Background: an optimization exercise with open tools, aiming at small area. Do not read the settings as production practice. Where RTL was checked, it was by simulation tests only, not by an equivalence proof against the original. Power and IR drop assume default switching activity.

==> inputs of garnet <==
==> flow/design.v <==
module Topo
(
	CLOCK_50, KEY, SW,
	LEDR, LEDS,
	HEX0, HEX1, HEX2, HEX3, HEX4, HEX5
);
	input CLOCK_50;
	input wire [3:0] KEY;
	input wire [9:0] SW;
	output wire [3:0] LEDR;
	output wire [9:6] LEDS;
	output wire [6:0] HEX0;
	output wire [6:0] HEX1;
	output wire [6:0] HEX2;
	output wire [6:0] HEX3;
	output wire [6:0] HEX4;
	output wire [6:0] HEX5;
	localparam [2:0] S_INIT   = 3'd0,
	                 S_SETUP  = 3'd1,
	                 S_FPGA   = 3'd2,
	                 S_USER   = 3'd3,
	                 S_CHECK  = 3'd4,
	                 S_NEXT   = 3'd5,
	                 S_RESULT = 3'd6;
	reg [2:0] state;
	wire R1  = (state == S_INIT);
	wire R2  = (state == S_INIT) | (state == S_NEXT);
	wire E1  = (state == S_SETUP);
	wire E2  = (state == S_USER);
	wire E3  = (state == S_FPGA);
	wire E4  = (state == S_CHECK);
	wire SEL = (state == S_RESULT);
	reg [1:0] level;      
	reg [1:0] map;        
	reg [3:0] last;       
	always @(posedge CLOCK_50) begin
		if (R1)
			level <= 2'd0;
		else if (E1)
			level <= SW[9:8];
		if (E1) begin
			map  <= SW[7:6];
			last <= SW[5:2];
		end
	end
	reg [12:0] q;
	reg [3:0]  presc_hi;
	wire nR1 = ~R1;
	wire s_low0 = ~(q[0] | q[2] | q[4] | q[6] | q[8] | q[10]) &
	              (q[1] & q[3] & q[5] & q[7] & q[9] & q[11]);    
	wire s_wrap = s_low0 & ~q[12];                                 
	wire s_fb   = ~(q[12] ^ q[3] ^ q[2] ^ q[0] ^ s_low0);         
	always @(posedge CLOCK_50) begin
		q[0]  <= R1 | s_fb;
		q[1]  <= ~(nR1 & q[0]);
		q[2]  <= ~(R1 | q[1]);
		q[3]  <= ~(nR1 & q[2]);
		q[4]  <= ~(R1 | q[3]);
		q[5]  <= ~(nR1 & q[4]);
		q[6]  <= ~(R1 | q[5]);
		q[7]  <= ~(nR1 & q[6]);
		q[8]  <= ~(R1 | q[7]);
		q[9]  <= ~(nR1 & q[8]);
		q[10] <= ~(R1 | q[9]);
		q[11] <= ~(nR1 & q[10]);
		q[12] <= ~(R1 | q[11]);
		if (R1)
			presc_hi <= 4'd0;
		else
			presc_hi <= presc_hi + {3'd0, s_wrap};
	end
	wire [16:13] presc = presc_hi;
	reg clkz;
	always @(*) begin
		case (level)
			2'd0: clkz = presc[16];
			2'd1: clkz = presc[15];
			2'd2: clkz = presc[14];
			default: clkz = presc[13];
		endcase
	end
	reg r_clkz, r_clk1;
	always @(posedge CLOCK_50) begin
		r_clkz <= clkz;
		r_clk1 <= presc[14];
	end
	wire tick_z = clkz & ~r_clkz;
	wire tick_1 = presc[14] & ~r_clk1;
	reg [3:0] key_d1, key_d2;
	always @(posedge CLOCK_50) begin
		key_d1 <= KEY;
		key_d2 <= key_d1;
	end
	wire [3:0] btn = key_d1 & ~key_d2;
	wire press = E2 & (|btn);
	reg [3:0] round;
	reg       win;
	reg       was_init, was_check;
	wire [3:0] total = was_init ? 4'd0 : (round + {3'd0, was_check});
	always @(posedge CLOCK_50) begin
		was_init  <= R1;
		was_check <= E4;
		round     <= total;
		if (R1)
			win <= 1'b0;
		else if (E4 & (round == last))
			win <= 1'b1;
	end
	reg [3:0] tempo;
	always @(posedge CLOCK_50) begin
		if (R2)
			tempo <= 4'd0;
		else if (E2 & tick_1)
			tempo <= tempo + 4'd1;
	end
	wire end_time = tempo[3] & tempo[0];
	reg [3:0] cnt;
	reg       tc;
	wire show = E3 & tick_z;
	always @(posedge CLOCK_50) begin
		if (R2 | (E3 & tc)) begin
			cnt <= 4'd0;
			tc  <= 1'b0;
		end else if (show | press) begin
			cnt <= cnt + 4'd1;
			tc  <= (cnt == round);
		end
	end
	localparam [127:0] SEQ_TAB = 128'h6c74e4ec634decd836c4b1c800000000;
	wire [1:0] seq = SEQ_TAB[{map, cnt, 1'b0} +: 2];
	wire [3:0] seq_oh = 4'd1 << seq;
	reg       led_v;
	reg [1:0] led_i;
	always @(posedge CLOCK_50) begin
		if (R2)
			led_v <= 1'b0;
		else if (show)
			led_v <= 1'b1;
		if (show)
			led_i <= seq;
	end
	assign LEDR = led_v ? (4'd1 << led_i) : 4'd0;
	reg       okA, okB;
	reg [1:0] prev;
	wire first = ~(|cnt) & ~tc;
	always @(posedge CLOCK_50) begin
		if (R2) begin
			okA <= 1'b1;
			okB <= 1'b1;
		end else if (press) begin
			okA <= okA & (btn == seq_oh);
			okB <= okB & (first | (btn == (4'd1 << prev)));
		end
		if (press)
			prev <= seq;
	end
	wire match = tc ? okA : (okB & (&round));
	always @(posedge CLOCK_50) begin
		if (SW[1])
			state <= S_INIT;
		else begin
			case (state)
				S_INIT:   state <= S_SETUP;
				S_SETUP:  if (SW[0]) state <= S_FPGA;
				S_FPGA:   if (tc) state <= S_USER;
				S_USER:   if (end_time) state <= S_RESULT;
				          else if (tc) state <= S_CHECK;
				S_CHECK:  state <= match ? S_NEXT : S_RESULT;
				S_NEXT:   state <= win ? S_RESULT : S_FPGA;
				default:  state <= state;
			endcase
		end
	end
	localparam [111:0] SEG_TAB = 112'h70c2131c020200f00894c0c4bcc0;
	wire [7:0] points = level * round;
	localparam [111:0] TIME_TAB = 112'h80020008002000f00894c0c4bcc0;
	assign HEX5 = SEL ? (win ? 7'b1000_111 : 7'b1011_011) : 7'b0001_110;
	assign HEX4 = SEL ? (win ? 7'b1011_011 : 7'b1100_111) : SEG_TAB[7*level +: 7];
	assign HEX3 = SEL ? (win ? 7'b1001_111 : 7'b1111_011) : 7'b0001_111;
	assign HEX2 = SEL ? (win ? 7'b1011_011 : 7'b1100_111) : TIME_TAB[7*tempo +: 7];
	wire [3:0] hex0_v = SEL ? points[3:0] : round;
	assign HEX1 = SEL ? SEG_TAB[7*points[7:4] +: 7] : 7'b1011_011;
	assign HEX0 = SEG_TAB[7*hex0_v +: 7];
	assign LEDS = ~KEY;
endmodule
==> flow/flow/run.sh <==
#!/bin/bash
# Standard layout (standard.sh), with these changes:
#  - adders are left to ABC as plain gates (no half/full-adder cells);
#    the registers are the same as the standard synthesis's;
#  - the port buffers are the smallest buffer cell (buf_1);
#  - the buffers Yosys put on ports that share a net are removed before placement;
#  - the clock tree is built of clkbuf_4 cells, without dummy balancing loads;
#  - cells off the critical paths are downsized (power recovery).
set -euo pipefail
export ADDER_MAP_FILE=
export BUFFER_PORTS_ARGS="-buffer_cell sky130_fd_sc_hd__buf_1"
export REMOVE_ABC_BUFFERS=1
export CTS_ARGS="-sink_clustering_enable -repair_clock_nets -buf_list sky130_fd_sc_hd__clkbuf_4 -dont_use_dummy_load"
export RECOVER_POWER=100
bash standard.sh > standard_flow.log 2>&1
==> flow/standard.sh <==
#!/bin/bash
# synth_recipe.tcl (not shown) runs the flow's synth.tcl, then flattens the netlist and writes it again
# the make line also repeats each setting of config.mk as NAME=value (left out here)
make -C /OpenROAD-flow-scripts/flow DESIGN_CONFIG=/design/flow/config.mk WORK_HOME=/design/flow/orfs CLKGATE_MAP_FILE= SYNTH_SCRIPT=/design/flow/synth_recipe.tcl "${@:-finish}"
==> flow/config.mk <==
export PLATFORM = sky130hd
export DESIGN_NAME = Topo
export DESIGN_NICKNAME = Topo
export VERILOG_FILES = /design/flow/design.v
export SDC_FILE = /design/flow/constraint.sdc
export NUM_CORES = 4
export LEC_CHECK = 0
export ABC_AREA = 1
export CAP_MARGIN = 20
export CORE_MARGIN = 2
export CORE_UTILIZATION = 65
export PLACE_DENSITY = 0.75
export SLEW_MARGIN = 20
==> flow/constraint.sdc <==
create_clock -name core_clock -period 10.0 [get_ports {CLOCK_50}]
set_input_delay 2.0000 -clock core_clock [delete_from_list [all_inputs] [get_ports {CLOCK_50}]]
set_output_delay 2.0000 -clock core_clock [all_outputs]
set_load 0.01 [all_outputs]
==> tundra: changes against garnet <==
==> flow/flow/run.sh (replaced) <==
#!/bin/bash
# Standard layout (standard.sh), with these changes:
#  - synthesis: adders are left to ABC as plain gates (no half/full-adder
#    cells), and ABC's one mapping call uses flow/abc_deep.script (deeper
#    area optimisation and area-oriented mapping). Everything else in the
#    synthesis is synth_recipe.tcl unchanged, so the registers are the same
#    as the standard synthesis's;
#  - the port buffers are the smallest buffer cell (buf_1);
#  - the synthesis's tie cells are kept (no separate tie cell per load);
#  - the buffers Yosys put on ports that share a net are removed before placement;
#  - the clock tree is built of clkbuf_4 cells, without dummy balancing loads;
#  - cells off the critical paths are downsized (power recovery).
set -euo pipefail
here=$(pwd)
{
  echo "proc abc {args} {"
  echo "  set i [lsearch \$args -script]"
  echo "  if {\$i >= 0} { lset args [expr {\$i + 1}] $here/flow/abc_deep.script }"
  echo "  yosys abc {*}\$args"
  echo "}"
  cat synth_recipe.tcl
} > synth_deep.tcl
sed "s#SYNTH_SCRIPT=[^ ]*#SYNTH_SCRIPT=$here/synth_deep.tcl#" standard.sh > standard_deep.sh
grep -q "SYNTH_SCRIPT=$here/synth_deep.tcl" standard_deep.sh
export ADDER_MAP_FILE=
export BUFFER_PORTS_ARGS="-buffer_cell sky130_fd_sc_hd__buf_1"
export REMOVE_ABC_BUFFERS=1
export SKIP_REPAIR_TIE_FANOUT=1
export CTS_ARGS="-sink_clustering_enable -repair_clock_nets -buf_list sky130_fd_sc_hd__clkbuf_4 -dont_use_dummy_load"
export RECOVER_POWER=100
bash standard_deep.sh > standard_flow.log 2>&1
==> flow/flow/abc_deep.script (new file) <==
strash
&get -n
&deepsyn -T 30
&put
dch
amap
mfs2
strash
dch
amap
topo
==> umber: changes against garnet <==
--- a/flow/design.v
+++ b/flow/design.v
@@ -95,14 +95,15 @@
 	wire press = E2 & (|btn);
+	reg [3:0] total;
 	reg [3:0] round;
 	reg       win;
-	reg       was_init, was_check;
-	wire [3:0] total = was_init ? 4'd0 : (round + {3'd0, was_check});
 	always @(posedge CLOCK_50) begin
-		was_init  <= R1;
-		was_check <= E4;
-		round     <= total;
-		if (R1)
-			win <= 1'b0;
-		else if (E4 & (round == last))
-			win <= 1'b1;
+		if (R1) begin
+			total <= 4'd0;
+			win   <= 1'b0;
+		end else if (E4) begin
+			total <= total + 4'd1;
+			if (total == last)
+				win <= 1'b1;
+		end
+		round <= total;
 	end
==> flow/flow/run.sh (replaced) <==
#!/bin/bash
# Standard layout, with: the port buffers made of the smallest buffer cell;
# the buffers Yosys put on ports that share a net removed before placement;
# a clock tree of clkbuf_4 cells without dummy balancing loads.
set -euo pipefail
export BUFFER_PORTS_ARGS="-buffer_cell sky130_fd_sc_hd__buf_1"
export REMOVE_ABC_BUFFERS=1
export CTS_ARGS="-sink_clustering_enable -repair_clock_nets -buf_list sky130_fd_sc_hd__clkbuf_4 -dont_use_dummy_load"
bash standard.sh > standard_flow.log 2>&1
==> ember: changes against garnet <==
--- a/flow/flow/run.sh
+++ b/flow/flow/run.sh
@@ -2,4 +2,7 @@
 # Standard layout (standard.sh), with these changes:
-#  - adders are left to ABC as plain gates (no half/full-adder cells);
-#    the registers are the same as the standard synthesis's;
+#  - synthesis: adders are left to ABC as plain gates (no half/full-adder
+#    cells), and ABC's one mapping call uses flow/abc_deep.script (deeper
+#    area optimisation and area-oriented mapping). Everything else in the
+#    synthesis is synth_recipe.tcl unchanged, so the registers are the same
+#    as the standard synthesis's;
 #  - the port buffers are the smallest buffer cell (buf_1);
@@ -9,2 +12,13 @@
 set -euo pipefail
+here=$(pwd)
+{
+  echo "proc abc {args} {"
+  echo "  set i [lsearch \$args -script]"
+  echo "  if {\$i >= 0} { lset args [expr {\$i + 1}] $here/flow/abc_deep.script }"
+  echo "  yosys abc {*}\$args"
+  echo "}"
+  cat synth_recipe.tcl
+} > synth_deep.tcl
+sed "s#SYNTH_SCRIPT=[^ ]*#SYNTH_SCRIPT=$here/synth_deep.tcl#" standard.sh > standard_deep.sh
+grep -q "SYNTH_SCRIPT=$here/synth_deep.tcl" standard_deep.sh
 export ADDER_MAP_FILE=
@@ -14,2 +28,2 @@
 export RECOVER_POWER=100
-bash standard.sh > standard_flow.log 2>&1
+bash standard_deep.sh > standard_flow.log 2>&1
==> flow/flow/abc_deep.script (new file) <==
strash
&get -n
&deepsyn -T 30
&put
dch
amap
mfs2
strash
dch
amap
topo
- CORE_UTILIZATION: 65 -> 85
- PLACE_DENSITY: 0.75 -> 0.92
==> comparison table <==
Max Clk Rate: umber 0.212 GHz; ember -; tundra 0.154 GHz; garnet 0.191 GHz
Number of stages on the worst setup path: umber 9; ember -; tundra 17; garnet 13
Clock-net power: umber 0.116 mW; ember -; tundra 0.118 mW; garnet 0.116 mW
Post-CTS repair timing setup buffer count: umber 0; ember -; tundra 0; garnet 0
Placed cell count: umber 589; ember -; tundra 447; garnet 567
Count of hold-fix buffers inserted at cts: umber 0; ember -; tundra 0; garnet 0
Met2 Usage GRT: umber 41.6%; ember -; tundra 43.5%; garnet 41.6%
Status: umber finished clean; ember aborted with a tool error; tundra finished clean; garnet finished clean
Failing step: umber -; ember 3_1_place_gp_skip_io; tundra -; garnet -
Most common library cell in the layout ignoring fill and taps: umber sky130_fd_sc_hd__nand2_1; ember -; tundra sky130_fd_sc_hd__nor2_1; garnet sky130_fd_sc_hd__nand2_1
Area taken by multi-input logic gates: umber 1750 sq um; ember -; tundra 1130 sq um; garnet 1460 sq um
Die Height: umber 77.7 microns; ember 60.9 microns; tundra 69.0 microns; garnet 74.6 microns
Depth of the worst register-to-register path: umber 8; ember -; tundra 8; garnet 8
Number of detailed-route iterations in the first pass: umber 5; ember -; tundra 5; garnet 5
DRC violations left: umber 0; ember -; tundra 0; garnet 0
Cell with the largest stage delay on the worst path: umber sky130_fd_sc_hd__dfxtp_1; ember -; tundra sky130_fd_sc_hd__nor3_1; garnet sky130_fd_sc_hd__clkinvlp_2
Register clock-pin slew on the reported worst setup and hold paths: umber 0.11 ns; ember -; tundra 0.11 ns; garnet 0.09 ns
CTS tree: umber yes; ember -; tundra yes; garnet yes
GRT Max-Usage Layer: umber met2; ember -; tundra met2; garnet met2
Core ar.: umber 5170 sq um; ember -; tundra 4030 sq um; garnet 4750 sq um
Signal buf overhead: umber 5.83%; ember -; tundra 7.26%; garnet 6.39%
Reg-to-reg critical path endpoint: umber tempo[0]; ember -; tundra tc; garnet cnt[3]
Flip-flop count of the largest register after layout: umber 13; ember -; tundra 13; garnet 13
Grt met1 use: umber 33.0%; ember -; tundra 35.3%; garnet 32.7%
Total gr overflow: umber 0; ember -; tundra 0; garnet 0
Crit path setup slack, layout: umber 5.28 ns; ember -; tundra 3.51 ns; garnet 4.76 ns
No functional check of the RTL was part of umber.

-- static timing again, ports no longer ideal --
How much do the figures lean on ideal ports? The routed layouts below were timed once more, with nothing changed but the port constraints.
Step 1: set_driving_cell puts a clkbuf_16 on CLOCK_50 and a buf_2 on each other input, an assumption about the parent block.
Step 2 times the ports against the registers' clock, not the clock port: input delays grow and output delays shrink by t, the midpoint of the rising clock arrivals with the driver on.
a / b / c = ideal / step 1 / step 2; a / b = the first two.
run	shift t [ns]	setup WS [ns]	worst hold slack (ns)
garnet	0.410	4.759 / 4.732 / 5.143	0.355 / 0.355 / 0.355
tundra	0.414	3.514 / 3.489 / 3.903	0.332 / 0.332 / 0.332
umber	0.414	5.276 / 5.249 / 5.664	0.361 / 0.361 / 0.361
After both steps every run listed still meets setup and hold.
